Source: an optimization exercise on an open RTL-to-GDS flow (aim: small area and few clock cycles). Production flows keep margins and buffers that such runs may drop.
The RTL was checked by simulation tests, not by an equivalence proof against the original design.

== quartz ==
==> flow/design.v (excerpt) <==
module bus_bridge_512 (
    input clk,
    input rst_n,
    output rsp_empty_n,
    output rsp_full_n,
    input req_write,
    input req_din,
    input rsp_read,
    input [31:0] address,
    input [31:0] size,
    input [511:0] dataout,
    output [511:0] datain,
    output writeReq,
    output [511:0] writeReq_data,
    output [31:0] writeReq_addr,
    input writeAck,
    output readReq,
    output [31:0] readReq_addr,
    input readAck,
    input [511:0] readReq_data
);
For scale: about 20,000 sq um of cells after synthesis.
clock: 5.0 ns
lec_check: 0
cap_margin: 20
core_area: 10 10 790 790
cts_buf_list: sky130_fd_sc_hd__clkbuf_2 sky130_fd_sc_hd__clkbuf_4 sky130_fd_sc_hd__clkbuf_8
die_area: 0 0 800 800
slew_margin: 20
synth_memory_max_bits: 8192
standard.sh (not shown) runs the stock make flow with config.mk's settings and CLKGATE_MAP_FILE= SYNTH_SCRIPT=/design/flow/synth_recipe.tcl, a recipe that flattens the netlist after the stock synthesis.
==> flow/flow/run.sh <==
#!/bin/bash
# Standard ORFS layout with two changes after the (unchanged) standard
# synthesis: ports are buffered with the smallest buffer, and CTS inserts no
# dummy loads and uses small clock buffers.
set -uo pipefail
bash standard.sh synth > synth.log 2>&1 || exit 1
export BUFFER_PORTS_ARGS="-buffer_cell sky130_fd_sc_hd__buf_1"
export CTS_ARGS="-sink_clustering_enable -repair_clock_nets -dont_use_dummy_load -buf_list {sky130_fd_sc_hd__clkbuf_2 sky130_fd_sc_hd__clkbuf_4 sky130_fd_sc_hd__clkbuf_8}"
bash standard.sh finish > layout.log 2>&1 || exit 1
quartz completed end to end with timing, DRC and antenna clean.
Testbench counts of quartz, summed over its fixed seeds: cycles 17,662.
Setup changes, quartz to tundra
- a change of DIE_AREA from 0 0 800 800 to 0 0 1500 62
- a change of CORE_AREA from 10 10 790 790 to 2 2 1498 60
==> flow/run.sh (new file) <==
#!/bin/bash
# synth_recipe.tcl (not shown) runs the flow's synth.tcl, then flattens the netlist and writes it again
# the make line also repeats each setting of config.mk as NAME=value (left out here)
make -C /OpenROAD-flow-scripts/flow DESIGN_CONFIG=/design/flow/config.mk WORK_HOME=/design/flow/orfs CLKGATE_MAP_FILE= SYNTH_SCRIPT=/design/flow/synth_recipe.tcl finish
removed: flow/flow/run.sh
removed: flow/standard.sh
As the logs show, tundra stopped at 5_1_grt after a tool error, so it never reached the end of the flow. Compared with quartz, tundra shows a lower deepest level of the CTS H-tree. Row number of placed instances with taps included: tundra lower / quartz higher. Comparing tundra against quartz, there is no change at all in area after synthesis. Sequential element share of the synthesized area: tundra vs quartz, no meaningful difference. Going from quartz to tundra, worst slack after detailed placement now larger; standard-cell row count now smaller; maximum number of buffers from clock root to sink now smaller. tundra ended with less number of CTS-inserted buffers than quartz. | number of port buffers | quartz vs tundra | ≈ equal |.
[inputs] garnet vs tundra
- a deleted CTS_BUF_LIST that had been sky130_fd_sc_hd__clkbuf_2 sky130_fd_sc_hd__clkbuf_4 sky130_fd_sc_hd__clkbuf_8
- a change of CORE_AREA from 2 2 1498 60 to 10 10 790 790
- a change of DIE_AREA from 0 0 1500 62 to 0 0 800 800
- Looking at the reports, garnet completed the entire flow and the layout it produced met the timing, DRC and antenna checks.
- Re area of placed instances: tundra and garnet aren't equal, and the higher value belongs to garnet.
- garnet reports a higher number of placed instances with taps included than tundra does.
- In the flow results for tundra and garnet, the maximum clock path buffer count is smaller on tundra.
- Any difference in area after synthesis between garnet and tundra is small enough to ignore.
- Compared with tundra, in garnet total number of clock tree sinks barely changed, post-placement worst setup slack shows a reduction of 0.76 ns, starting utilization of the core area lost 20 points.
- The lower die height came out of tundra.
- garnet reports a higher TritonCTS buffer count than tundra does.
What juniper does differently from garnet at the input level:
- CTS_BUF_LIST now sky130_fd_sc_hd__clkbuf_2 sky130_fd_sc_hd__clkbuf_4 sky130_fd_sc_hd__clkbuf_8, previously not set
- DIE_AREA now 0 0 80 1460, was 0 0 800 800
- CORE_AREA now 2 2 78 1458, was 10 10 790 790
==> flow/flow/run.sh (new file) <==
#!/bin/bash
# Standard ORFS layout with these changes after the (unchanged) standard
# synthesis: read-data pins go on the left edge and write-data pins on the
# right edge of a tall, narrow die; ports are buffered with the smallest
# buffer; CTS inserts no dummy loads and uses small clock buffers.
set -uo pipefail
bash standard.sh synth > synth.log 2>&1 || exit 1
export PRE_IO_PLACEMENT_TCL="$PWD/flow/pins.tcl"
export BUFFER_PORTS_ARGS="-buffer_cell sky130_fd_sc_hd__buf_1"
export CTS_ARGS="-sink_clustering_enable -repair_clock_nets -dont_use_dummy_load -buf_list {sky130_fd_sc_hd__clkbuf_2 sky130_fd_sc_hd__clkbuf_4 sky130_fd_sc_hd__clkbuf_8}"
bash standard.sh finish > layout.log 2>&1 || exit 1
==> flow/flow/pins.tcl (new file) <==
# Read-data pins (in and out) on the left edge, write-data pass-through pins
# on the right edge; place_pins orders them within each edge.
set left_pins {}
set right_pins {}
for {set i 0} {$i < 512} {incr i} {
  lappend left_pins "readReq_data\[$i\]" "datain\[$i\]"
  lappend right_pins "dataout\[$i\]" "writeReq_data\[$i\]"
}
set_io_pin_constraint -pin_names $left_pins -region left:*
set_io_pin_constraint -pin_names $right_pins -region right:*
==> flow/standard.sh (new file) <==
#!/bin/bash
# synth_recipe.tcl (not shown) runs the flow's synth.tcl, then flattens the netlist and writes it again
# the make line also repeats each setting of config.mk as NAME=value (left out here)
make -C /OpenROAD-flow-scripts/flow DESIGN_CONFIG=/design/flow/config.mk WORK_HOME=/design/flow/orfs CLKGATE_MAP_FILE= SYNTH_SCRIPT=/design/flow/synth_recipe.tcl "${@:-finish}"
removed: flow/run.sh
## What came out
In the summary table, juniper is marked failed, with error GRT-0116 raised in 5_1_grt. juniper against garnet: maximum number of buffers from clock root to sink saw little to no change, number of placed cells counting well taps went down, row count went up 249, number of clock buffers inserted by TritonCTS went down by about 36%, die extent in x now smaller. Diff garnet -> juniper: routability-driven placement congestion ratio went up; y dimension of the die went up. The initial core utilization number comes out lower for garnet vs juniper. Re number of nets in the synthesized netlist: no difference whatsoever between juniper and garnet. Going from garnet to juniper, post-synthesis register bit count comparable, number of cells produced by synthesis did not really move.

## separate check: timing with driven ports
The results above use ideal ports. As a check the final layouts listed here were re-extracted and re-timed, cells and wires unchanged. Step 1, drivers: a clkbuf_16 drives clk and a buf_2 each remaining input, both assumed. Step 2 adds t to the input delays and takes it off the output delays; t is the mean of the earliest and latest rising clock arrival at the registers after step 1. Input paths then give back, and output paths get back, about the clock's delay inside the block. a / b / c = ideal ports / drivers / drivers and shift; a / b = the first two.
run | t, ns | setup WS [ns] | clock arrival spread, ns | worst slew at a driven data input, ns | pins driven straight from the clock port
quartz | 1.043 | 1.797 / 1.764 / 1.764 | 0.121 / 0.122 | 0.73 | 1
garnet | 0.879 | 1.086 / 1.055 / 1.055 | 0.095 / 0.096 | 0.87 | 1
After both steps every run listed still meets setup and hold. For quartz, which loses most, drivers alone change the setup slack by -0.033 ns; drivers and shift together by -0.033 ns.
